What follows belongs to an exercise in optimizing a design on an open flow for small area and a short achievable clock period; a production flow would make more cautious choices.
At most, simulation tests tie the RTL to the original design; equivalence was not proved.
Function not checked in run 6: the RTL went through the layout flow alone.
Power figures rest on the tool's default switching activity, not on a simulated workload.

$ cat flow/design.v
module FpAdd (
    input             iCLK,
    input      [26:0] iA,
    input      [26:0] iB,
    output reg [26:0] oSum
);
    wire [17:0] L;
    wire [19:0] W;
    wire [2:0]  f;
    wire        sub, cin;
    wire [7:0]  L_e;
    wire        L_s;
    FpAdd_s1 u_s1 (.iA(iA), .iB(iB), .L(L), .W(W), .f(f), .sub(sub),
                   .cin(cin), .L_e(L_e), .L_s(L_s));
    reg [17:0] r_L;
    reg [19:0] r_W;
    reg [2:0]  r_f;
    reg        r_sub;
    reg        r_cin;
    reg [7:0]  r_e;
    reg        r_s;
    always @(posedge iCLK) begin
        r_L   <= L;
        r_W   <= W;
        r_f   <= f;
        r_sub <= sub;
        r_cin <= cin;
        r_e   <= L_e;
        r_s   <= L_s;
    end
    wire [20:0] sum;
    wire [4:0]  lz;
    wire        zero;
    FpAdd_s2 u_s2 (.L(r_L), .W(r_W), .f(r_f), .sub(r_sub), .cin(r_cin),
                   .L_e(r_e), .sum(sum), .lz(lz), .zero(zero));
    reg [20:0] q_sum;
    reg [4:0]  q_lz;
    reg [7:0]  q_e;
    reg        q_s;
    reg        q_zero;
    always @(posedge iCLK) begin
        q_sum  <= sum;
        q_lz   <= lz;
        q_e    <= r_e;
        q_s    <= r_s;
        q_zero <= zero;
    end
    wire [26:0] res;
    FpAdd_s3 u_s3 (.sum(q_sum), .lz(q_lz), .L_e(q_e), .sgn(q_s),
                   .zero(q_zero), .res(res));
    always @*
        oSum = res;
endmodule
module FpAdd_s1 (
    input  [26:0] iA,
    input  [26:0] iB,
    output [17:0] L,      
    output [19:0] W,      
    output [2:0]  f,      
    output        sub,    
    output        cin,    
    output [7:0]  L_e,    
    output        L_s     
);
    wire        A_s = iA[26];
    wire [7:0]  A_e = iA[25:18];
    wire        B_s = iB[26];
    wire [7:0]  B_e = iB[25:18];
    wire pass = (A_e == 8'd0) | (B_e == 8'd0);
    wire [7:0]  dAB, dBA;
    wire        A_lt, B_lt;
    FpAdd_esub u_dAB (.a(A_e), .b(B_e), .d(dAB), .lt(A_lt));
    FpAdd_esub u_dBA (.a(B_e), .b(A_e), .d(dBA), .lt(B_lt));
    wire [7:0]  d    = A_lt ? dBA : dAB;
    wire        tie  = (A_e == B_e);
    wire A_larger = ~A_lt & (~tie | (iA[17:1] > iB[17:1]));
    assign L_s = A_larger ? A_s : B_s;
    wire [16:0] L_fr = A_larger ? iA[17:1] : iB[17:1];
    wire        L_0  = A_larger ? iA[0] : iB[0];
    assign L_e = A_lt ? B_e : A_e;
    wire [16:0] Y_fr = A_lt ? iA[17:1] : iB[17:1];
    wire [19:0] Yc = (d[7:5] != 3'd0) ? 20'd0 :
                     ({1'b1, Y_fr, 2'b00} >> {d[4:3], 3'b000});
    assign f = d[2:0];
    assign W = pass ? 20'd0 :
               (tie & ~A_larger) ? {1'b1, iA[17:1], 2'b00} : Yc;
    wire        d_hi = |d[7:5];
    reg  [15:0] M;
    integer i;
    always @*
        for (i = 0; i < 16; i = i + 1)
            M[i] = ~d_hi & (d[4:0] >= i + 3) & (d[4:0] <= 5'd18);
    wire sticky = ~pass & (
                      |(Y_fr[15:0] & M) |
                      (~d_hi & d[4:0] == 5'd19 & |Y_fr[16:1]) |
                      (d >= 8'd20 && d <= 8'd35));
    assign sub = A_s ^ B_s;
    assign L   = {L_fr, pass & L_0};
    assign cin = sub & ~sticky;
endmodule
module FpAdd_esub (
    input  [7:0] a,
    input  [7:0] b,
    output [7:0] d,
    output       lt
);
    wire [7:0] p = a ^ ~b;
    reg  [8:0] G, P, Gn, Pn;
    integer k, m;
    always @* begin
        G = {a & ~b, 1'b1};
        P = {p, 1'b0};
        for (k = 1; k < 9; k = k * 2) begin
            Gn = G; Pn = P;
            for (m = k; m < 9; m = m + 1) begin
                Gn[m] = G[m] | (P[m] & G[m-k]);
                Pn[m] = P[m] & P[m-k];
            end
            G = Gn; P = Pn;
        end
    end
    assign d  = p ^ G[7:0];
    assign lt = ~G[8];
endmodule
module FpAdd_s2 (
    input  [17:0] L,
    input  [19:0] W,
    input  [2:0]  f,
    input         sub,
    input         cin,
    input  [7:0]  L_e,
    output [20:0] sum,
    output reg [4:0] lz,
    output        zero
);
    wire [20:0] Lw = {2'b01, L, 1'b0};
    wire [20:0] y  = {1'b0, W >> f} ^ {21{sub}};
    wire [20:0] p  = Lw ^ y;
    reg  [20:0] G, P, Gn, Pn;
    integer k, m;
    always @* begin
        G = Lw & y;
        P = p;
        for (k = 1; k < 21; k = k * 2) begin
            Gn = G; Pn = P;
            for (m = k; m < 21; m = m + 1) begin
                Gn[m] = G[m] | (P[m] & G[m-k]);
                Pn[m] = P[m] & P[m-k];
            end
            G = Gn; P = Pn;
        end
    end
    wire [20:0] c = {G[19:0] | (P[19:0] & {20{cin}}), cin};
    assign sum = p ^ c;
    integer j;
    always @* begin
        lz = 5'd21;
        for (j = 0; j < 21; j = j + 1)
            if (sum[j])
                lz = 5'd20 - j[4:0];
    end
    assign zero = (L_e == 8'd0) | (sum == 21'd0);
endmodule
module FpAdd_s3 (
    input  [20:0] sum,
    input  [4:0]  lz,
    input  [7:0]  L_e,
    input         sgn,
    input         zero,
    output [26:0] res
);
    wire [20:0] norm = sum << lz;
    reg  [7:0]  ek;
    integer j;
    always @* begin
        ek = 8'd0;
        for (j = 0; j < 22; j = j + 1)
            if (lz == j)
                ek = 8'd1 - j[7:0];
    end
    wire [7:0]  e_out = L_e + ek;
    assign res = zero ? 27'd0 : {sgn, e_out, norm[19:2]};
endmodule
$ cat flow/flow/run.sh
#!/bin/bash
# Standard ORFS layout, with two changes: the port buffers are buf_2 cells
# instead of the delay-buffer cell buffer_ports picks by default, and
# repair_timing aims for 6.0 ns of setup slack.
export BUFFER_PORTS_ARGS="-buffer_cell sky130_fd_sc_hd__buf_2"
export SETUP_SLACK_MARGIN=6.0
bash standard.sh > standard.log 2>&1
$ cat flow/standard.sh
#!/bin/bash
# synth_recipe.tcl (not shown) runs the flow's synth.tcl, then flattens the netlist and writes it again
# the make line also repeats each setting of config.mk as NAME=value (left out here)
make -C /OpenROAD-flow-scripts/flow DESIGN_CONFIG=/design/flow/config.mk WORK_HOME=/design/flow/orfs CLKGATE_MAP_FILE= SYNTH_SCRIPT=/design/flow/synth_recipe.tcl "${@:-finish}"
$ cat flow/config.mk
export PLATFORM = sky130hd
export DESIGN_NAME = FpAdd
export DESIGN_NICKNAME = FpAdd
export VERILOG_FILES = /design/flow/design.v
export SDC_FILE = /design/flow/constraint.sdc
export NUM_CORES = 4
export LEC_CHECK = 0
export ABC_AREA = 1
export CAP_MARGIN = 20
export CORE_MARGIN = 2
export CORE_UTILIZATION = 40
export SLEW_MARGIN = 20
$ cat flow/constraint.sdc
create_clock -name core_clock -period 10.0 [get_ports {iCLK}]
set_input_delay 2.0000 -clock core_clock [delete_from_list [all_inputs] [get_ports {iCLK}]]
set_output_delay 2.0000 -clock core_clock [all_outputs]
set_load 0.01 [all_outputs]
==> results of run 1 <==
repair_timing:
action / in CTS / in global routing
resized for setup: 161 / 125
pin swaps: 35 / 59
endpoints found under the setup margin: 71 / 70
buffers inserted: 60 / 35
hold endpoints to repair: 0 / 0
cloned: 9 / 1
critical path: stages (launching register included):
cell	delay, ps
dfxtp_4	380
xnor2_4	190
inv_2	60
nand2_4	70
a31oi_4	100
ha_4	190
fa_2	370
a21oi_2	170
nor2_2	60
nor2_1	120
nor2_1	70
nor2_1	110
inv_1	60
a21oi_2	160
o21ai_1	70
a21oi_1	120
buf_2	140
synthesized netlist by cell type, drive strengths merged, types with 2 or more instances:
cell type / number
a211oi: 10
a21boi: 2
a21o: 2
a21oi: 57
a22oi: 4
a31oi: 10
a32o: 2
buf: 12
clkbuf: 24
dfxtp: 87
fa: 3
ha: 59
inv: 147
mux2i: 7
nand2: 306
nand3: 71
nand3b: 6
nand4: 10
nor2: 98
nor3: 11
nor4: 5
o2111ai: 2
o211ai: 4
o21a: 8
o21ai: 113
o21bai: 2
o221ai: 4
o22ai: 14
o31ai: 3
o41ai: 2
or2: 2
xnor2: 4
xor2: 37
metrics by stage:
stage	setup slack, ps	area, µm²	hold WS [ps]
floorplan	5690	7420	310
global placement	4410	7960	314
detailed placement	4400	7960	320
CTS	5330	9460	328
global route	4990	10200	339
finish	5200	10200	330
layout by cell type, fill, tap and decap left out, types with 8 or more instances in the layout:
cell and instances:
nand2_1 276, xor2_1 33, nor2_2 8, nor3_1 9, a21oi_2 14, buf_2 73
nand4_1 10, inv_1 109, o21ai_2 21, dfxtp_1 80, nor2_1 81, nand3_1 60
clkbuf_16 10, a21oi_1 39, ha_1 43, nand2_4 10, nand2_2 21, ha_4 15
buf_4 76, nor2_4 9, inv_2 25, clkinvlp_4 8, nand3_2 11, buf_6 23
o21ai_0 51, o21ai_1 39, o21a_1 8
per-layer routing:
metal  track usage (%)  vias to the layer above  share of wire [%]
li1                  -                     4085                  -
met1              27.4                     3739                 41
met2              41.1                      268                 49
met3              2.80                       78                4.6
met4              12.1                        0                4.5
met5                 0                        -                  0
logic make-up after synthesis:
group	count (synthesis)	share of synthesized area, %
compound gates	242	19.3
mux	7	1.14
flops	87	24.0
simple gates	511	29.5
buf+inv	183	9.83
xor+xnor	41	5.30
fa+ha+maj	62	11.0
flip-flops by register name (all words and copies together) (netlist names):
register  cells
r_L          18
r_cin         1
q_s           1
q_lz          5
q_zero        1
r_sub         1
q_sum        20
r_e           8
r_s           1
q_e           8
r_W          20
r_f           3
worst paths after layout:
| path | end | startpoint | slack, ps | depth (start not counted) |
|---|---|---|---|---|
| max reg2reg | q_lz[4] | r_f[0] | 6320 | 20 |
| max | oSum[24] | q_lz[1] | 5200 | 16 |
| min | q_s | r_s | 330 | 0 |
| min reg2reg | q_s | r_s | 330 | 0 |
report_power, final:
group | internal [W] | leakage [nW] | total (W) | switching (W)
logic | 0.000798 | 4.00 | 0.00191 | 0.00111
registers | 0.000435 | 0.729 | 0.000500 | 0.0000652
clock network | 0.000207 | 0.152 | 0.000343 | 0.000136
total | 0.00144 | 4.88 | 0.00275 | 0.00131
final cells by class:
class	count	area, µm²	area share [%]
Inverter	147	603	5.93
Timing Repair inverter	2	15.0	0.148
Sequential cell	87	1770	17.4
Clock buffer	11	253	2.49
Timing Repair Buffer	181	1390	13.7
Multi-Input combinational cell	869	5800	57.0
Tap cell	229	287	2.82
Clock inverter	5	56.3	0.554
==> qor.yml, run 1 <==
logic_synthesis:
  avgSynthCellArea_um2: 6.41
  synth_area_mm2: 0.00727
  synth_top_cell_area_share_pct: 24.0
  async_flop_share_pct: 0
  ys_ff_latch: 87
  synth_cells: 1133
  synth_edf_count: 0
  yosysSeqAreaShare_pct: 24.0
  synth_warnings: 5
  synth_top_cell_by_area: "dfxtp_1"
  ys.flop_type: "dfxtp_1"
  ys_types: 54
  syn-num-nets: 1250
  ys_top_cells_by_area: "dfxtp_1 24%, nand2_1 15%, ha_1 10%"
power:
  p_leak_nw: 4.88
  peakVddDrop_mv: 0.237
  power_w: 0.00275
  powerDensity_mw_per_mm2: 271
finish:
  fin_cells: 1531
  nNetsFinal: 1414
  final_layout_size_suffix_gt1_share_pct: 31.3
  fillers: 1705
  finish.utilization_pct: 56.8
  area.growth.synth_to_final_pct: 40.0
  antenna_cells: 0
die:
  core_area_mm2: 0.0179
  rows: 49
  die_area_mm2: 0.0193
  ioPinCount: 82
  die_x_um: 139
  start_util_pct: 40.6
  die_height_um: 139
worst_setup_path:
  worstPathRequired_ps: 8000
  critPathCaptureType: "output port"
  crit_arrival_ps: 2800
  crit_path_start_kind: "flip-flop"
  cp_max_fo: 5
  crit_type: "reg -> out"
global_routing:
  overflow: 0
  antenna_found_initial: 0
  grt_max_degree: 22
  grt_use_total_pct: 23.2
  grt_pass1_wl_um: 37000
  grt_pass1_vias: 7833
timing:
  rsz0062_at_grt: "yes"
  finalHoldViolCount: 0
  max_freq_ghz: 0.208
  tightest_slew_ps: 989
  drv_slew: 0
  skew_ps: 5.33
  setup_violations: 0
  post-route-min-period_ps: 4800
  slew_headroom_pct: 34.0
  timing.setup.tns_ps: 0
  timing.final.crit_share_pct: 48.0
clock_tree:
  cts_tree: "built"
  insertion_delay_ps: 340
  clockBufferDepth: 2
  cts-root-buf: "clkbuf_16"
  cts_buffers: 9
  hold_buffers: 0
  cts.sinks: 87
  clk_pin_slew_ps: 60
  cts_max_level: 3
route:
  viasPerCell: 5.34
  first_pass_iters: 5
  vias: 8170
  final_antenna_net_count: 0
  drc: 0
  wire_per_inst_um: 15.5
  routed_wl_um: 23800
  drt-initial-drc-count: 454
placed_design:
  place_hpwl_um: 16300
  portBuffers: 81
  gp_congestion: 0.908
  dp.cells: 1410
hold_path:
  min_path_type: "reg -> reg"
run:
  drv_cap: 0
status:
  outcome: "no timing/DRC/antenna violations"
==> run 2, diff against run 1 <==
==> flow/flow/run.sh (replaced) <==
#!/bin/bash
# Standard ORFS layout, with two changes: the port buffers are buf_2 cells
# instead of the delay-buffer cell buffer_ports picks by default, and
# repair_timing aims for 5.5 ns of setup slack.
export BUFFER_PORTS_ARGS="-buffer_cell sky130_fd_sc_hd__buf_2"
export SETUP_SLACK_MARGIN=5.5
bash standard.sh > standard.log 2>&1
==> qor.yml, run 2 <==
status:
  outcome: "no timing/DRC/antenna violations"
finish:
  final_common_cell: "nand2_1"
  fin_area_mm2: 0.00900  # -12%
  reg_top3: "q_sum (20), r_W (20), r_L (18)"
  final_layout_size_suffix_gt1_share_pct: 20.3  # -11 points
  nNetsFinal: 1355  # -4.2%
  fin_cells: 1472  # -3.9%
  fillers: 1858  # +9.0%
  area.growth.synth_to_final_pct: 23.8
  final_cell_mix: "292 x nand2_1, 127 x inv_1, 93 x o21ai_0"
  antenna_cells: 0  # unchanged
placed_design:
  dp.cells: 1412  # +0.14%
  gp_congestion: 0.932  # +2.6%
  dpl_cell_area_mm2: 0.00783  # -1.6%
  portBuffers: 81  # unchanged
  place_hpwl_um: 16400  # +0.82%
global_routing:
  met3_usage_pct: 1.76  # -1.0 points
  top_usage_layer: "met2"
  grt_use_total_pct: 21.6  # -1.6 points
  use_met2_pct: 36.9  # -4.2 points
  grt_use_met1_pct: 28.0  # +0.62 points
  grt_pass1_vias: 7122  # -9.1%
  grt_max_degree: 32  # +45%
  antenna_found_initial: 0  # unchanged
  overflow: 0  # unchanged
  grt_pass1_wl_um: 34500  # -6.7%
route:
  routed_wl_um: 21300  # -10%
  drc: 0  # unchanged
  wire_per_inst_um: 14.5  # -6.7%
  drt-initial-drc-count: 416  # -8.4%
  viasPerCell: 5.23  # -2.1%
  final_antenna_net_count: 0  # unchanged
  vias: 7693  # -5.8%
  first_pass_iters: 7  # +2
logic_synthesis:
  synth_cells: 1133  # unchanged
  synth_top_cell_area_share_pct: 24.0  # unchanged
  synth_edf_count: 0  # unchanged
  synth_area_mm2: 0.00727  # unchanged
  ys_ff_latch: 87  # unchanged
  synth_top_family_by_area: "simple AND/OR/NAND/NOR gates"
  synthAdderAreaFrac_pct: 11.0  # unchanged
  async_flop_share_pct: 0  # unchanged
  ys.flop_type: "dfxtp_1"
  synth_xor_area_share_pct: 5.30  # unchanged
  yosysMostFrequentCell: "nand2_1"
  avgSynthCellArea_um2: 6.41  # unchanged
  muxShareOfSynthArea_pct: 1.14  # unchanged
  synth_top_cell_by_area: "dfxtp_1"
  yosysSeqAreaShare_pct: 24.0  # unchanged
  syn-num-nets: 1250  # unchanged
  synth_warnings: 5  # unchanged
  synth_simple_gate_area_share_pct: 29.5  # unchanged
  synth_compound_area_share_pct: 19.3  # unchanged
  synth_common_cells: "298 x nand2_1, 138 x inv_1, 103 x o21ai_0, 95 x nor2_1, 87 x dfxtp_1"
  ys_types: 54  # unchanged
  ys_top_cells_by_area: "dfxtp_1 24%, nand2_1 15%, ha_1 10%"
run:
  drv_cap: 0  # unchanged
die:
  start_util_pct: 40.6  # unchanged
  ioPinCount: 82  # unchanged
  core_area_mm2: 0.0179  # unchanged
  die_x_um: 139  # unchanged
  die_height_um: 139  # unchanged
  die_area_mm2: 0.0193  # unchanged
  rows: 49  # unchanged
power:
  combPwrFrac_pct: 66.0  # -3.4 points
  powerDensity_mw_per_mm2: 267  # -1.1%
  switchingPower_w: 0.00119  # -9.4%
  power_w: 0.00241  # -13%
  peakVddDrop_mv: 0.205  # -14%
  switching_share_pct: 49.4  # +1.7 points
  p_leak_nw: 4.45  # -8.8%
  clkPwrFrac_pct: 13.5  # +1.0 points
  p_int_w: 0.00122  # -15%
  seqPwrFrac_pct: 20.5  # +2.3 points
timing:
  finalHoldViolCount: 0  # unchanged
  rsz0062_at_grt: "yes"
  slew_headroom_pct: 34.3  # +0.25 points
  timing.final.crit_share_pct: 46.5  # -1.5 points
  setup_violations: 0  # unchanged
  timing.setup.tns_ps: 0  # unchanged
  max_freq_ghz: 0.215  # +3.2%
  drv_slew: 0  # unchanged
  post-route-min-period_ps: 4650  # -148 ps
  tightest_slew_ps: 985  # -3.79 ps
  skew_ps: 10.5  # +5.15 ps
worst_setup_path:
  worstPathRequired_ps: 8000  # about the same
  crit_arrival_ps: 2650  # -150 ps
  critPathCaptureType: "output port"
  cp_max_fo: 5  # unchanged
  crit_path_start_kind: "flip-flop"
  crit_type: "reg -> out"
clock_tree:
  cts_buffers: 9  # unchanged
  insertion_delay_ps: 350  # about the same
  cts_max_level: 3  # unchanged
  cts-root-buf: "clkbuf_16"
  cts_tree: "built"
  clk_pin_slew_ps: 60  # about the same
  clockBufferDepth: 2  # unchanged
  cts.sinks: 87  # unchanged
hold_path:
  min_path_type: "reg -> reg"
## run 2: cell counts after synthesis
No cell type changed its count.
## run 2: cell type report
| type | count | area [µm²] | area share [%] |
|---|---|---|---|
| multi-input cells | 866 | 5300 | 58.9 |
| clock inverters | 7 | 61.3 | 0.682 |
| inverters | 147 | 573 | 6.37 |
| clock buffers | 9 | 225 | 2.50 |
| well taps | 229 | 287 | 3.18 |
| flip-flops and latches | 87 | 1760 | 19.6 |
| repair buffers | 127 | 793 | 8.82 |
## run 2: per-stage QoR
step / hold WS, ps / util, % / setup WS [ps]
detailed placement: 315 / 43.8 / 4420
floorplan: 310 / - / 5510
global route: 344 / 50.3 / 5130
CTS: 330 / 48.2 / 5310
global placement: 313 / 43.8 / 4430
finish: 331 / 50.3 / 5350
## run 2: power groups by stage
stage | registers (W) | clock network [W] | logic, W
final | 0.000494 | 0.000325 | 0.00159
after global routing | 0.000503 | 0.000344 | 0.00178
after CTS | 0.000491 | 0.000331 | 0.00152
after detailed placement | 0.000505 | 0 | 0.00142
after global placement | 0.000503 | 0 | 0.00142
after floorplan | 0.000465 | 0 | 0.00107
## run 2: logic make-up (layout without fill, tap and decap cells)
kind of cell | Yosys count | after routing
mux | 7 | 7
buf+inv | 183 | 290
fa+ha+maj | 62 | 62
compound gates | 242 | 242
xor+xnor | 41 | 41
simple gates | 511 | 514
flops | 87 | 87
## run 2: metal layers
metal  up-vias  wire length, µm
met5         -                0
met4         0              788
met3        47              860
met2       217            10000
met1      3467             9670
li1       3962                -
## run 2: worst paths after layout
kind           start        to  slack [ps]  depth (start not counted)
min              r_s       q_s         330                          0
min reg2reg      r_s       q_s         330                          0
max reg2reg   r_f[2]   q_lz[4]        6010                         22
max          q_lz[3]  oSum[25]        5350                         16
## run 2: critical path: stages, from the launching register on
cell and delay (ps):
dfxtp_4 380, buf_4 170, a21oi_2 200, ha_4 230, a21oi_2 130, inv_1 80
a31oi_4 160, nor2_1 60, nor2_1 100, o21bai_1 90, nand2_1 60, inv_1 50
nor2_1 80, nor2_1 60, o21a_1 160, nor3_1 150, buf_2 150
## run 2: what timing repair did
| item | 4_1_cts | 5_1_grt |
|---|---|---|
| pin swaps | 19 | 23 |
| endpoints found under the setup margin | 42 | 34 |
| hold buffers | 0 | 0 |
| buffers inserted | 25 | 16 |
| gates resized for setup | 78 | 51 |
| gates cloned | 2 | 1 |
==> run 3, diff against run 2 <==
==> flow/flow/run.sh (replaced) <==
#!/bin/bash
# Standard ORFS layout; the port buffers are buf_2 cells instead of the
# delay-buffer cell buffer_ports picks by default.
export BUFFER_PORTS_ARGS="-buffer_cell sky130_fd_sc_hd__buf_2"
bash standard.sh > standard.log 2>&1
--- a/flow/config.mk
+++ b/flow/config.mk
@@ -11,2 +11,3 @@
 export CORE_UTILIZATION = 40
+export SETUP_SLACK_MARGIN = 4.0
 export SLEW_MARGIN = 20
==> qor.yml, run 3 <==
global_routing:
  antenna_found_initial: 1  # +1
  grt_pass1_wl_um: 32800  # -5.1%
  grt_use_total_pct: 20.4  # -1.2 points
  overflow: 0  # unchanged
  grt_pass1_vias: 6813  # -4.3%
  grt_max_degree: 64  # +100%
timing:
  tightest_slew_ps: 969  # -15.4 ps
  finalHoldViolCount: 0  # unchanged
  setup_violations: 0  # unchanged
  skew_ps: 9.90  # -0.572 ps
  post-route-min-period_ps: 5340  # +685 ps
  max_freq_ghz: 0.187  # -13%
  slew_headroom_pct: 35.3  # +1.0 points
  timing.setup.tns_ps: 0  # unchanged
  whs_ps: 330  # -0.637 ps
  timing.final.crit_share_pct: 53.4  # +6.8 points
  setup_ws_ps: 4660  # -685 ps
  rsz0062_at_grt: "no"
  drv_slew: 0  # unchanged
worst_setup_path:
  crit_path_start_kind: "flip-flop"
  critPathBufInv: 4  # unchanged
  crit_path_top_delay_cell: "dfxtp_1"
  crit_type: "reg -> out"
  crit_arrival_ps: 3340  # +690 ps
  worstPathRequired_ps: 8000  # about the same
  cp_max_fo: 11  # +6
  max_stage_delay_ps: 600  # +220 ps
  critPathCaptureType: "output port"
  critical-path-top-delay-family: "compound AO/OA/AOI/OAI gates"
  cpMostUsedCell: "nor2_1"
  crit_chain: "nor2_1 -> inv_1 -> nor2_1 -> inv_1 -> a31oi_1 -> ha_1 -> fa_1 -> a21oi_1 -> nor2_1 -> nor2_1 -> nor2_1 -> nor2_1 -> inv_1 -> a21oi_1 -> o21ai_0 -> a21oi_1 -> buf_2"
clock_tree:
  postCtsSetupRepairBufs: 0  # -100%
  cts.sinks: 87  # unchanged
  clk_pin_slew_ps: 70  # about the same
  clockBufferDepth: 2  # unchanged
  insertion_delay_ps: 340  # about the same
  cts-root-buf: "clkbuf_16"
  hold_buffers: 0  # unchanged
  ctsResizeCount: 0  # -100%
  cts_buffers: 9  # unchanged
  cts_tree: "built"
  cts_max_level: 3  # unchanged
logic_synthesis:
  ys_ff_latch: 87  # unchanged
  yosysMostFrequentCell: "nand2_1"
  avgSynthCellArea_um2: 6.41  # unchanged
  syn-num-nets: 1250  # unchanged
  synth_warnings: 5  # unchanged
  synth_area_mm2: 0.00727  # unchanged
  ys_types: 54  # unchanged
  synth_edf_count: 0  # unchanged
  synth_top_cell_by_area: "dfxtp_1"
  ys.flop_type: "dfxtp_1"
  ys_top_cells_by_area: "dfxtp_1 24%, nand2_1 15%, ha_1 10%"
  synth_top_cell_area_share_pct: 24.0  # unchanged
  yosysSeqAreaShare_pct: 24.0  # unchanged
  synth_cells: 1133  # unchanged
  async_flop_share_pct: 0  # unchanged
  synth_common_cells: "298 x nand2_1, 138 x inv_1, 103 x o21ai_0, 95 x nor2_1, 87 x dfxtp_1"
placed_design:
  gp_congestion: 0.932  # unchanged
  dpl_cell_area_mm2: 0.00783  # unchanged
  place_hpwl_um: 16400  # unchanged
  dpl_worst_slack_ps: 4420  # unchanged
  portBuffers: 81  # unchanged
die:
  die_x_um: 139  # unchanged
  rows: 49  # unchanged
  core_area_mm2: 0.0179  # unchanged
  ioPinCount: 82  # unchanged
  die_height_um: 139  # unchanged
  die_area_mm2: 0.0193  # unchanged
  start_util_pct: 40.6  # unchanged
finish:
  final_cell_mix: "298 x nand2_1, 138 x inv_1, 103 x o21ai_0"
  antenna_cells: 0  # unchanged
  area.growth.synth_to_final_pct: 11.7
  fin_area_mm2: 0.00812  # -9.7%
  final-seq-area_mm2: 0.00174  # -1.0%
  nNetsFinal: 1311  # -3.2%
  fillers: 1961  # +5.5%
  final_common_cell: "nand2_1"
  reg_top3: "q_sum (20), r_W (20), r_L (18)"
  final_layout_size_suffix_gt1_share_pct: 11.3  # -8.9 points
  multi_input_area_mm2: 0.00481  # -9.2%
power:
  power_w: 0.00224  # -6.9%
  powerDensity_mw_per_mm2: 276  # +3.2%
  peakVddDrop_mv: 0.191  # -6.9%
  p_leak_nw: 4.15  # -6.8%
route:
  routed_wl_um: 19600  # -8.3%
  final_antenna_net_count: 0  # unchanged
  drt-initial-drc-count: 378  # -9.1%
  vias: 7296  # -5.2%
  drc: 0  # unchanged
  viasPerCell: 5.11  # -2.2%
  wire_per_inst_um: 13.7  # -5.5%
  first_pass_iters: 5  # -2
status:
  outcome: "no timing/DRC/antenna violations"
hold_path:
  min_path_type: "reg -> reg"
run:
  drv_cap: 0  # unchanged
==> run 3: metal layers <==
metal  part of all wire [%]  vias to the layer above  GRT usage [%]  wire length (µm)
li1                       -                     3870              -                 -
met1                     48                     3217           27.2              9310
met2                     45                      169           34.0              8900
met3                    3.7                       38           1.90               725
met4                    3.2                        2           8.35               629
met5                  0.036                        -              0                 7
==> run 3: layout make-up <==
cell class / instances / area share (%)
multi-input combinational: 863 / 59.2
sequential: 87 / 21.5
inverter: 147 / 6.80
timing repair buffer: 86 / 5.46
tap: 229 / 3.53
clock buffer: 9 / 2.77
clock inverter: 7 / 0.755
==> run 3: worst reg2reg max path, delay by kind of cell, from the launching register on <==
family          cells  cell delay [ps]
compound gates      4              840
xor+xnor            2              350
flops               1              760
simple gates       15             1510
buf+inv             2              380
fa+ha+maj           1              390
==> run 3: path summary, 6_finish.rpt <==
| kind | start | end | slack [ps] | depth (start not counted) |
|---|---|---|---|---|
| min reg2reg | r_s | q_s | 330 | 0 |
| max reg2reg | r_f[0] | q_lz[4] | 5710 | 24 |
| min | r_s | q_s | 330 | 0 |
| max | q_lz[2] | oSum[24] | 4660 | 17 |
==> run 3: where the power goes <==
group	total [W]	switching, W	internal [W]
logic	0.00142	0.000901	0.000520
registers	0.000497	0.0000652	0.000431
clock network	0.000324	0.000150	0.000174
==> run 3: metrics by stage <==
step | instances | util (%)
floorplan | 1133 | -
global placement | 1412 | 43.8
detailed placement | 1412 | 43.8
CTS | 1428 | 45.4
global route | 1428 | 45.4
finish | 1428 | 45.4
==> run 3: kinds of logic (layout without fill, tap and decap cells) <==
logic type                 count (synthesis)  after routing  synth area share (%)
buffers and inverters                    183            249                  9.83
adders and majority gates                 62             62                  11.0
xor gates and xnor gates                  41             41                  5.30
DFF                                       87             87                  24.0
muxes                                      7              7                  1.14
AOI/OAI and AO/OA                        242            242                  19.3
and+or+nand+nor                          511            511                  29.5
==> run 4, diff against run 3 <==
--- a/flow/config.mk
+++ b/flow/config.mk
@@ -11,3 +11,3 @@
 export CORE_UTILIZATION = 40
-export SETUP_SLACK_MARGIN = 4.0
+export SETUP_SLACK_MARGIN = 4.5
 export SLEW_MARGIN = 20
==> qor.yml, run 4 <==
logic_synthesis:
  synth_area_mm2: 0.00727  # unchanged
  avgSynthCellArea_um2: 6.41  # unchanged
  ys_ff_latch: 87  # unchanged
  async_flop_share_pct: 0  # unchanged
  synth_warnings: 5  # unchanged
  syn-num-nets: 1250  # unchanged
  synth_top_cell_area_share_pct: 24.0  # unchanged
  ys_types: 54  # unchanged
  synth_top_cell_by_area: "dfxtp_1"
  yosysMostFrequentCell: "nand2_1"
  yosysSeqAreaShare_pct: 24.0  # unchanged
  ys_top_cells_by_area: "dfxtp_1 24%, nand2_1 15%, ha_1 10%"
  ys.flop_type: "dfxtp_1"
  synth_common_cells: "298 x nand2_1, 138 x inv_1, 103 x o21ai_0, 95 x nor2_1, 87 x dfxtp_1"
  synth_cells: 1133  # unchanged
  synth_edf_count: 0  # unchanged
global_routing:
  grt_max_degree: 64  # unchanged
  grt_pass1_vias: 6813  # unchanged
  overflow: 0  # unchanged
  antenna_found_initial: 1  # unchanged
  grt_use_total_pct: 20.4  # unchanged
  grt_pass1_wl_um: 32800  # unchanged
finish:
  area.growth.synth_to_final_pct: 11.9
  antenna_cells: 0  # unchanged
  final_cell_mix: "298 x nand2_1, 138 x inv_1, 103 x o21ai_0"
  final_layout_size_suffix_gt1_share_pct: 11.7  # +0.32 points
  reg_top3: "q_sum (20), r_W (20), r_L (18)"
  final_common_cell: "nand2_1"
  fillers: 1958  # -0.15%
  nNetsFinal: 1312  # +0.076%
  fin_cells: 1429  # +0.070%
worst_setup_path:
  crit_path_start_kind: "flip-flop"
  critPathCaptureType: "output port"
  max_stage_delay_ps: 470  # -130 ps
  worstPathRequired_ps: 8000  # about the same
  r2r_slack_ps: 5710  # about the same
  crit_path_top_delay_cell: "dfxtp_2"
  cpMostUsedCell: "nor2_1"
  crit_arrival_ps: 3130  # -210 ps
  crit_type: "reg -> out"
  crit_chain: "nor2_1 -> inv_1 -> nor2_1 -> inv_1 -> a31oi_1 -> ha_1 -> fa_1 -> a21oi_1 -> nor2_1 -> nor2_1 -> nor2_1 -> nor2_1 -> inv_1 -> a21oi_1 -> o21ai_0 -> a21oi_1 -> buf_2"
  cp_max_fo: 11  # unchanged
route:
  drc: 0  # unchanged
  first_pass_iters: 5  # unchanged
  drt-initial-drc-count: 387  # +2.4%
  routed_wl_um: 19800  # +1.4%
  final_antenna_net_count: 0  # unchanged
  wire_per_inst_um: 13.9  # +1.3%
  vias: 7352  # +0.77%
  viasPerCell: 5.14  # +0.70%
die:
  ioPinCount: 82  # unchanged
  die_area_mm2: 0.0193  # unchanged
  die_height_um: 139  # unchanged
  rows: 49  # unchanged
  start_util_pct: 40.6  # unchanged
  core_area_mm2: 0.0179  # unchanged
  die_x_um: 139  # unchanged
clock_tree:
  hold_buffers: 0  # unchanged
  postCtsSetupRepairBufs: 0  # unchanged
  cts.sinks: 87  # unchanged
  cts_max_level: 3  # unchanged
  cts_buffers: 9  # unchanged
  clockBufferDepth: 2  # unchanged
  cts-root-buf: "clkbuf_16"
  clk_pin_slew_ps: 70  # about the same
  cts_tree: "built"
  insertion_delay_ps: 350  # about the same
  ctsResizeCount: 0  # unchanged
timing:
  timing.setup.tns_ps: 0  # unchanged
  tightest_slew_ps: 984  # +14.2 ps
  slew_headroom_pct: 34.3  # -0.95 points
  drv_slew: 0  # unchanged
  setup_violations: 0  # unchanged
  max_freq_ghz: 0.195  # +4.0%
  skew_ps: 10.9  # +0.960 ps
  post-route-min-period_ps: 5130  # -208 ps
  whs_ps: 331  # +0.309 ps
  finalHoldViolCount: 0  # unchanged
  timing.final.crit_share_pct: 51.3  # -2.1 points
  rsz0062_at_grt: "yes"
power:
  powerDensity_mw_per_mm2: 276  # about the same
  power_w: 0.00224  # +0.14%
  p_leak_nw: 4.16  # +0.24%
  peakVddDrop_mv: 0.190  # -0.19%
hold_path:
  min_path_type: "reg -> reg"
placed_design:
  dp.cells: 1412  # unchanged
  gp_congestion: 0.932  # unchanged
  place_hpwl_um: 16400  # unchanged
  portBuffers: 81  # unchanged
run:
  drv_cap: 0  # unchanged
status:
  outcome: "no timing/DRC/antenna violations"
run 4: cell counts after synthesis:
No cell type changed its count.
run 4: worst paths after layout:
check                              from  endpoint  cells past startpoint
worst max-delay path            q_lz[2]  oSum[24]                     17
worst min register to register      r_s       q_s                      0
worst min-delay path                r_s       q_s                      0
worst max register to register   r_f[0]   q_lz[4]                     24
run 4: kinds of logic after synthesis:
family / after synthesis / synth area share [%]
mux: 7 / 1.14
simple gates: 511 / 29.5
compound gates: 242 / 19.3
buf+inv: 183 / 9.83
xor+xnor: 41 / 5.30
fa+ha+maj: 62 / 11.0
flops: 87 / 24.0
run 4: report_power, final:
part / internal [W] / total, W / switching (W)
Combinational: 0.000520 / 0.00142 / 0.000902
Sequential: 0.000432 / 0.000498 / 0.0000653
Clock: 0.000174 / 0.000325 / 0.000151
run 4: metal layers:
metal | GRT usage (%) | routed length [µm] | vias up | part of all wire [%]
met2 | 34.0 | 9030 | 171 | 46
met3 | 1.90 | 714 | 37 | 3.6
li1 | - | - | 3876 | -
met5 | 0 | 7 | - | 0.035
met4 | 8.35 | 620 | 2 | 3.1
met1 | 27.2 | 9460 | 3266 | 48
run 4: cell type report:
| cell class | count | area, µm² | area share, % |
|---|---|---|---|
| multi-input combinational | 864 | 4820 | 59.3 |
| clock buffer | 9 | 225 | 2.77 |
| sequential | 87 | 1750 | 21.5 |
| tap | 229 | 287 | 3.52 |
| inverter | 147 | 552 | 6.78 |
| clock inverter | 7 | 61.3 | 0.754 |
| timing repair buffer | 86 | 443 | 5.45 |
run 4: critical path, delay by kind of cell (launching register included):
kind	cells	cell delay [ps]
AOI/OAI and AO/OA	5	650
adders and majority gates	2	640
buffers and inverters	4	500
DFF	1	470
and+or+nand+nor	6	510
run 4: through the flow:
stage          worst slack [ps]  cell area (µm²)  utilization, %
6_report                   4870             8130            45.4
5_1_grt                    4460             8130            45.4
4_1_cts                    4670             8120            45.4
3_5_place_dp               4420             7830            43.8
3_3_place_gp               4430             7830            43.8
2_1_floorplan              5510             7270               -
==> run 5, diff against run 4 <==
--- a/flow/config.mk
+++ b/flow/config.mk
@@ -11,3 +11,3 @@
 export CORE_UTILIZATION = 40
-export SETUP_SLACK_MARGIN = 4.5
+export SETUP_SLACK_MARGIN = 5.0
 export SLEW_MARGIN = 20
==> qor.yml, run 5 <==
route:
  routed_wl_um: 20300  # +2.6%
  first_pass_iters: 5  # unchanged
  drt-initial-drc-count: 377  # -2.6%
  drc: 0  # unchanged
  vias: 7456  # +1.4%
  final_antenna_net_count: 0  # unchanged
  viasPerCell: 5.18  # +0.78%
  wire_per_inst_um: 14.2  # +1.9%
logic_synthesis:
  ys_ff_latch: 87  # unchanged
  synth_cells: 1133  # unchanged
  async_flop_share_pct: 0  # unchanged
  synth_warnings: 5  # unchanged
  synth_top_cell_area_share_pct: 24.0  # unchanged
  ys_types: 54  # unchanged
  synth_top_cell_by_area: "dfxtp_1"
  ys.flop_type: "dfxtp_1"
  yosysSeqAreaShare_pct: 24.0  # unchanged
  yosysMostFrequentCell: "nand2_1"
  synth_edf_count: 0  # unchanged
  avgSynthCellArea_um2: 6.41  # unchanged
  ys_top_cells_by_area: "dfxtp_1 24%, nand2_1 15%, ha_1 10%"
  synth_area_mm2: 0.00727  # unchanged
  syn-num-nets: 1250  # unchanged
  synth_common_cells: "298 x nand2_1, 138 x inv_1, 103 x o21ai_0, 95 x nor2_1, 87 x dfxtp_1"
die:
  ioPinCount: 82  # unchanged
  die_area_mm2: 0.0193  # unchanged
  start_util_pct: 40.6  # unchanged
  rows: 49  # unchanged
  die_x_um: 139  # unchanged
  core_area_mm2: 0.0179  # unchanged
  die_height_um: 139  # unchanged
global_routing:
  antenna_found_initial: 0  # -1
  grt_pass1_wl_um: 33500  # +2.2%
  grt_pass1_vias: 6876  # +0.92%
  grt_max_degree: 32  # -50%
  grt_use_total_pct: 20.9  # +0.54 points
  overflow: 0  # unchanged
placed_design:
  place_hpwl_um: 16400  # unchanged
  portBuffers: 81  # unchanged
  gp_congestion: 0.932  # unchanged
  dpl_worst_slack_ps: 4420  # unchanged
finish:
  fillers: 1961  # +0.15%
  antenna_cells: 0  # unchanged
  final_common_cell: "nand2_1"
  final_layout_size_suffix_gt1_share_pct: 13.8  # +2.1 points
  nNetsFinal: 1321  # +0.69%
  area.growth.synth_to_final_pct: 14.5
  final_cell_mix: "297 x nand2_1, 136 x inv_1, 97 x o21ai_0"
  reg_top3: "q_sum (20), r_W (20), r_L (18)"
timing:
  timing.final.crit_share_pct: 48.3  # -3.0 points
  skew_ps: 10.2  # -0.661 ps
  finalHoldViolCount: 0  # unchanged
  timing.setup.tns_ps: 0  # unchanged
  slew_headroom_pct: 35.4  # +1.1 points
  setup_violations: 0  # unchanged
  rsz0062_at_grt: "yes"
  drv_slew: 0  # unchanged
  post-route-min-period_ps: 4830  # -298 ps
  setup_ws_ps: 5170  # +298 ps
  max_freq_ghz: 0.207  # +6.2%
  tightest_slew_ps: 967  # -16.2 ps
worst_setup_path:
  critPathBufInv: 4  # unchanged
  crit_path_top_delay_cell: "dfxtp_4"
  crit_type: "reg -> out"
  crit_path_start_kind: "flip-flop"
  worstPathRequired_ps: 8000  # about the same
  crit_chain: "nor2_4 -> inv_2 -> nor2_4 -> inv_1 -> a31oi_2 -> ha_2 -> fa_1 -> a21oi_1 -> nor2_1 -> nor2_1 -> nor2_1 -> nor2_1 -> inv_1 -> a21oi_2 -> o21ai_0 -> a21oi_1 -> buf_2"
  cp_max_fo: 10  # -1
  crit_arrival_ps: 2830  # -300 ps
  worstSetupStartpoint: "q_lz[3]"
  critPathCaptureType: "output port"
  critical-path-top-delay-family: "adder cells"
  r2r-start: "r_f[0]"
  max_stage_delay_ps: 430  # -40 ps
  cpMostUsedCell: "nor2_1"
power:
  powerDensity_mw_per_mm2: 275  # -0.23%
  peakVddDrop_mv: 0.199  # +4.4%
  p_leak_nw: 4.22  # +1.6%
  power_w: 0.00229  # +2.1%
hold_path:
  hp-start: "r_s"
  min_path_type: "reg -> reg"
clock_tree:
  hold_buffers: 0  # unchanged
  clk_pin_slew_ps: 60  # about the same
  cts.sinks: 87  # unchanged
  insertion_delay_ps: 350  # about the same
  clockBufferDepth: 2  # unchanged
  cts_buffers: 9  # unchanged
  cts_max_level: 3  # unchanged
  cts-root-buf: "clkbuf_16"
  cts_tree: "built"
run:
  drv_cap: 0  # unchanged
status:
  outcome: "no timing/DRC/antenna violations"
## run 5: cell counts after synthesis
No cell type changed its count.
## run 5: cell type report
| cell class | count | area, µm² | share of cell area (%) |
|---|---|---|---|
| clock buffer | 9 | 225 | 2.71 |
| clock inverter | 7 | 61.3 | 0.737 |
| inverter | 147 | 556 | 6.68 |
| multi-input combinational | 865 | 4920 | 59.2 |
| sequential | 87 | 1750 | 21.1 |
| tap | 229 | 287 | 3.44 |
| timing repair buffer | 94 | 515 | 6.20 |
## run 5: worst register-to-register path: stages, from the launching register on
cell	delay, ps
dfxtp_1	760
inv_2	290
nand2_1	120
nand2_1	80
o21ai_0	260
o21ai_0	150
xor2_1	170
ha_1	390
nand2_1	80
nor2_1	40
a211oi_1	230
nand2_1	140
nand2_1	90
nand2_1	90
a21o_1	210
nand2_1	70
nand2_1	80
nand3_1	70
nand2_1	60
xor2_1	180
nor2_1	200
nand2_1	70
nor2_1	220
inv_1	80
nor2_1	90
## run 5: what timing repair did
action | CTS | global route
endpoints found under the hold margin | 0 | 0
setup endpoints to repair | 15 | 11
buffers inserted | 1 | 7
gates cloned | 2 | 0
gates resized for setup | 9 | 25
pin swaps | 0 | 2
## run 5: layer usage
layer | wire length [µm] | GRT usage (%) | vias up
met4 | 727 | 8.93 | 0
met1 | 9470 | 27.6 | 3334
met3 | 763 | 1.83 | 48
met5 | 0 | 0 | -
met2 | 9390 | 35.2 | 183
li1 | - | - | 3891
## run 5: power breakdown
group          total [W]  internal (W)  switching (W)
logic            0.00147      0.000547       0.000924
clock network   0.000325      0.000174       0.000151
registers       0.000495      0.000433      0.0000618
total            0.00229       0.00115        0.00114
## run 5: stage by stage
stage | hold WS [ps] | std cells | cell area [µm²] | utilization (%)
finish | 331 | 1438 | 8320 | 46.5
floorplan | 310 | 1133 | 7270 | -
detailed placement | 315 | 1412 | 7830 | 43.8
global route | 344 | 1438 | 8320 | 46.5
global placement | 313 | 1412 | 7830 | 43.8
CTS | 330 | 1431 | 8170 | 45.7
## run 5: cell families (layout without fill, tap and decap cells)
logic type	Yosys count	in the layout	share of synthesized area [%]
buffers and inverters	183	257	9.83
muxes	7	7	1.14
xor gates and xnor gates	41	41	5.30
DFF	87	87	24.0
and+or+nand+nor	511	513	29.5
adders and majority gates	62	62	11.0
AOI/OAI and AO/OA	242	242	19.3
## run 5: worst paths after layout
kind / end / slack [ps] / depth (start not counted)
worst min register to register: q_s / 330 / 0
worst min-delay path: q_s / 330 / 0
worst max-delay path: oSum[24] / 5170 / 17
worst max register to register: q_lz[4] / 5720 / 24
==> run 6, diff against run 5 <==
--- a/flow/design.v
+++ b/flow/design.v
@@ -9,3 +9,3 @@
     wire [2:0]  f;
-    wire        sub, cin;
+    wire        sub, cinA, cinB, selA;
     wire [7:0]  L_e;
@@ -13,3 +13,4 @@
     FpAdd_s1 u_s1 (.iA(iA), .iB(iB), .L(L), .W(W), .f(f), .sub(sub),
-                   .cin(cin), .L_e(L_e), .L_s(L_s));
+                   .cinA(cinA), .cinB(cinB), .selA(selA), .L_e(L_e),
+                   .L_s(L_s));
     reg [17:0] r_L;
@@ -18,3 +19,3 @@
     reg        r_sub;
-    reg        r_cin;
+    reg        r_cinA, r_cinB, r_selA;
     reg [7:0]  r_e;
@@ -26,3 +27,5 @@
         r_sub <= sub;
-        r_cin <= cin;
+        r_cinA <= cinA;
+        r_cinB <= cinB;
+        r_selA <= selA;
         r_e   <= L_e;
@@ -32,5 +35,7 @@
     wire [4:0]  lz;
+    wire [7:0]  e_out;
     wire        zero;
-    FpAdd_s2 u_s2 (.L(r_L), .W(r_W), .f(r_f), .sub(r_sub), .cin(r_cin),
-                   .L_e(r_e), .sum(sum), .lz(lz), .zero(zero));
+    FpAdd_s2 u_s2 (.L(r_L), .W(r_W), .f(r_f), .sub(r_sub),
+                   .cin(r_selA ? r_cinA : r_cinB), .L_e(r_e), .sum(sum),
+                   .lz(lz), .e_out(e_out), .zero(zero));
     reg [20:0] q_sum;
@@ -43,3 +48,3 @@
         q_lz   <= lz;
-        q_e    <= r_e;
+        q_e    <= e_out;
         q_s    <= r_s;
@@ -48,3 +53,3 @@
     wire [26:0] res;
-    FpAdd_s3 u_s3 (.sum(q_sum), .lz(q_lz), .L_e(q_e), .sgn(q_s),
+    FpAdd_s3 u_s3 (.sum(q_sum), .lz(q_lz), .e_out(q_e), .sgn(q_s),
                    .zero(q_zero), .res(res));
@@ -60,3 +65,5 @@
     output        sub,    
-    output        cin,    
+    output        cinA,   
+    output        cinB,   
+    output        selA,   
     output [7:0]  L_e,    
@@ -86,15 +93,10 @@
                (tie & ~A_larger) ? {1'b1, iA[17:1], 2'b00} : Yc;
-    wire        d_hi = |d[7:5];
-    reg  [15:0] M;
-    integer i;
-    always @*
-        for (i = 0; i < 16; i = i + 1)
-            M[i] = ~d_hi & (d[4:0] >= i + 3) & (d[4:0] <= 5'd18);
-    wire sticky = ~pass & (
-                      |(Y_fr[15:0] & M) |
-                      (~d_hi & d[4:0] == 5'd19 & |Y_fr[16:1]) |
-                      (d >= 8'd20 && d <= 8'd35));
+    wire stA, stB;
+    FpAdd_sticky u_stA (.f(iA[17:1]), .d(dBA), .st(stA));
+    FpAdd_sticky u_stB (.f(iB[17:1]), .d(dAB), .st(stB));
     assign sub = A_s ^ B_s;
     assign L   = {L_fr, pass & L_0};
-    assign cin = sub & ~sticky;
+    assign cinA = sub & (pass | ~stA);
+    assign cinB = sub & (pass | ~stB);
+    assign selA = A_lt;
 endmodule
@@ -124,2 +126,17 @@
 endmodule
+module FpAdd_sticky (
+    input  [16:0] f,
+    input  [7:0]  d,
+    output        st
+);
+    wire        d_hi = |d[7:5];
+    reg  [15:0] M;
+    integer i;
+    always @*
+        for (i = 0; i < 16; i = i + 1)
+            M[i] = ~d_hi & (d[4:0] >= i + 3) & (d[4:0] <= 5'd18);
+    assign st = |(f[15:0] & M) |
+                (~d_hi & d[4:0] == 5'd19 & |f[16:1]) |
+                (d >= 8'd20 && d <= 8'd35);
+endmodule
 module FpAdd_s2 (
@@ -133,2 +150,3 @@
     output reg [4:0] lz,
+    output [7:0]  e_out,
     output        zero
@@ -161,15 +179,3 @@
     end
-    assign zero = (L_e == 8'd0) | (sum == 21'd0);
-endmodule
-module FpAdd_s3 (
-    input  [20:0] sum,
-    input  [4:0]  lz,
-    input  [7:0]  L_e,
-    input         sgn,
-    input         zero,
-    output [26:0] res
-);
-    wire [20:0] norm = sum << lz;
     reg  [7:0]  ek;
-    integer j;
     always @* begin
@@ -180,3 +186,14 @@
     end
-    wire [7:0]  e_out = L_e + ek;
+    assign e_out = L_e + ek;
+    assign zero = (L_e == 8'd0) | (sum == 21'd0);
+endmodule
+module FpAdd_s3 (
+    input  [20:0] sum,
+    input  [4:0]  lz,
+    input  [7:0]  e_out,
+    input         sgn,
+    input         zero,
+    output [26:0] res
+);
+    wire [20:0] norm = sum << lz;
     assign res = zero ? 27'd0 : {sgn, e_out, norm[19:2]};
==> qor.yml, run 6 <==
worst_setup_path:
  crit_path_start_kind: "flip-flop"
  critical-path-top-delay-family: "simple AND/OR/NAND/NOR gates"
  max_stage_delay_ps: 430  # about the same
  cp_max_fo: 7  # -3
  r2r-start: "r_f[0]"
  crit_type: "reg -> reg"
  crit_path_top_delay_cell: "dfxtp_4"
  worstSetupStartpoint: "r_f[0]"
  critPathCaptureType: "flip-flop"
  worstPathRequired_ps: 10250  # +2250 ps
  crit_arrival_ps: 5500  # +2670 ps
  critPathBufInv: 7  # +3
die:
  core_area_mm2: 0.0195  # +8.7%
  die_height_um: 145  # +4.5%
  rows: 51  # +4.1%
  die_x_um: 145  # +4.5%
  die_area_mm2: 0.0210  # +9.2%
  ioPinCount: 82  # unchanged
  start_util_pct: 40.9  # +0.28 points
finish:
  area.growth.synth_to_final_pct: 26.5
  reg_top3: "q_sum (20), r_W (20), r_L (18)"
  nNetsFinal: 1506  # +14%
  final_common_cell: "nand2_1"
  antenna_cells: 0  # unchanged
  final-seq-area_mm2: 0.00180  # +2.4%
  final_cell_mix: "312 x nand2_1, 141 x inv_1, 86 x nor2_1"
  fillers: 1986  # +1.3%
  final_layout_size_suffix_gt1_share_pct: 24.0  # +10 points
  multi_input_area_mm2: 0.00602  # +22%
timing:
  setup_violations: 0  # unchanged
  post-route-min-period_ps: 5250  # +415 ps
  timing.final.crit_share_pct: 52.5  # +4.1 points
  skew_ps: 11.7  # +1.50 ps
  max_freq_ghz: 0.191  # -7.9%
  timing.setup.tns_ps: 0  # unchanged
  slew_headroom_pct: 51.4  # +16 points
  finalHoldViolCount: 0  # unchanged
  rsz0062_at_grt: "yes"
  tightest_slew_ps: 723  # -244 ps
  drv_slew: 0  # unchanged
route:
  viasPerCell: 5.35  # +3.2%
  wire_per_inst_um: 16.2  # +15%
  routed_wl_um: 26900  # +32%
  drc: 0  # unchanged
  final_antenna_net_count: 0  # unchanged
  first_pass_iters: 5  # unchanged
  vias: 8880  # +19%
  drt-initial-drc-count: 650  # +72%
clock_tree:
  cts_max_level: 3  # unchanged
  cts_tree: "built"
  clk_pin_slew_ps: 70  # about the same
  cts.sinks: 89  # +2.3%
  hold_buffers: 0  # unchanged
  cts_buffers: 9  # unchanged
  clockBufferDepth: 2  # unchanged
  insertion_delay_ps: 350  # about the same
  cts-root-buf: "clkbuf_16"
logic_synthesis:
  ys.flop_type: "dfxtp_1"
  yosysMostFrequentCell: "nand2_1"
  ys_top_cells_by_area: "dfxtp_1 22%, nand2_1 16%, ha_1 9.1%"
  yosysSeqAreaShare_pct: 22.4  # -1.6 points
  syn-num-nets: 1385  # +11%
  async_flop_share_pct: 0  # unchanged
  synth_top_cell_area_share_pct: 22.4  # -1.6 points
  avgSynthCellArea_um2: 6.27  # -2.3%
  ys_types: 55  # +1.9%
  synth_edf_count: 0  # unchanged
  synth_warnings: 4  # -1
  synth_cells: 1269  # +12%
  synth_area_mm2: 0.00795  # +9.5%
  synth_top_cell_by_area: "dfxtp_1"
  ys_ff_latch: 89  # +2.3%
  synth_common_cells: "331 x nand2_1, 152 x inv_1, 114 x o21ai_0, 99 x nor2_1, 95 x nand3_1"
power:
  powerDensity_mw_per_mm2: 278  # +0.79%
  p_leak_nw: 4.80  # +14%
  peakVddDrop_mv: 0.0995  # -50%
  power_w: 0.00279  # +22%
global_routing:
  antenna_found_initial: 0  # unchanged
  grt_use_total_pct: 24.9  # +4.0 points
  grt_pass1_wl_um: 42700  # +27%
  grt_pass1_vias: 8398  # +22%
  overflow: 0  # unchanged
  grt_max_degree: 35  # +9.4%
hold_path:
  min_path_type: "reg -> reg"
  hp-start: "r_s"
placed_design:
  gp_congestion: 0.967  # +3.8%
  portBuffers: 81  # unchanged
  place_hpwl_um: 20400  # +24%
run:
  drv_cap: 0  # unchanged
status:
  outcome: "no timing/DRC/antenna violations"
-- run 6: cell count changes after synthesis, moves of 7 or more --
| cell | change |
|---|---|
| nand2_1 | +33 |
| nand3_1 | +27 |
| a21oi_1 | +24 |
| inv_1 | +14 |
| o21ai_0 | +11 |
| clkbuf_1 | +9 |
| nand4_1 | +9 |
| nand3_2 | +8 |
| o22ai_1 | -8 |
| o211ai_1 | +7 |
-- run 6: worst paths after layout --
check / cells past startpoint / slack, ps / to
max reg2reg: 40 / 4750 / q_e[7]
min reg2reg: 0 / 330 / q_s
min: 0 / 330 / q_s
max: 40 / 4750 / q_e[7]
-- run 6: layer usage --
metal | global-route usage, % | part of all wire (%)
met2 | 40.2 | 45
met5 | 0 | 0
met1 | 34.6 | 46
met4 | 8.91 | 2.8
met3 | 2.39 | 5.7
-- run 6: stage by stage --
stage               setup slack (ps)  util, %  instance area, µm²  hold slack (ps)  cells
floorplan                       5000        -                8000              310   1269
global placement                4100     44.1                8590              316   1579
detailed placement              4030     44.1                8590              318   1579
CTS                             4850     49.6                9660              332   1644
global route                    4270     51.7               10100              349   1660
finish                          4750     51.7               10100              330   1660
-- run 6: cell type report --
type                            count  share of cell area, %
Timing Repair inverter              1                 0.0746
Tap cell                          265                   3.30
Sequential cell                    89                   17.9
Clock inverter                      7                  0.734
Inverter                          165                   6.37
Clock buffer                        9                   2.24
Multi-Input combinational cell    976                   59.9
Timing Repair Buffer              148                   9.55
-- run 6: power by group --
group	switching, W	internal (W)
clock network	0.000156	0.000177
logic	0.00115	0.000779
registers	0.0000721	0.000457
-- run 6: timing repair --
item,in CTS,in global routing
setup endpoints to repair,40,43
setup buffers,47,16
pin swaps,55,60
gates cloned,2,0
resized for setup,129,74
-- run 6: kinds of logic after synthesis --
family,after synthesis,share of synthesized area (%)
AND/OR/NAND/NOR,594,32.2
AO/OA/AOI/OAI,268,19.6
buffers and inverters,204,9.75
flip-flops,89,22.4
adder cells (fa/ha/maj),61,9.88
XOR/XNOR,47,5.41
multiplexers,6,0.755
-- run 6: worst reg2reg max path, delay by kind of cell, from the launching register on --
kind	cells	cell delay (ps)
simple gates	18	1600
mux	1	230
compound gates	9	1120
flops	1	430
fa+ha+maj	2	500
buf+inv	7	670
xor+xnor	3	610

afterwards: timing with drivers on the ports:
The flow's constraints put no driver on any port. The routed layouts listed below were extracted and timed again, unchanged, in two steps.
Step 1: set_driving_cell puts a clkbuf_16 on iCLK and a buf_2 on each other input, an assumption about the parent block.
Step 2, shift: input delay + t, output delay - t, t = (earliest + latest rising clock arrival at the registers) / 2. This alone moves slack from input paths to output paths.
Slacks: ideal / step 1 / step 2; pairs: ideal / step 1.
| run | t (ns) | setup slack, ns | pins driven straight from the clock port |
|---|---|---|---|
| run 1 | 0.380 | 5.199 / 5.159 / 5.194 | 1 |
| run 2 | 0.379 | 5.347 / 5.307 / 5.233 | 1 |
| run 3 | 0.379 | 4.662 / 4.623 / 4.397 | 1 |
| run 4 | 0.380 | 4.870 / 4.830 / 4.571 | 1 |
| run 5 | 0.380 | 5.167 / 5.128 / 4.845 | 1 |
| run 6 | 0.391 | 4.753 / 4.753 / 4.753 | 1 |
After both steps every run listed still meets setup and hold. For run 5, which loses most, drivers alone change the setup slack by -0.039 ns; drivers and shift together by -0.322 ns.
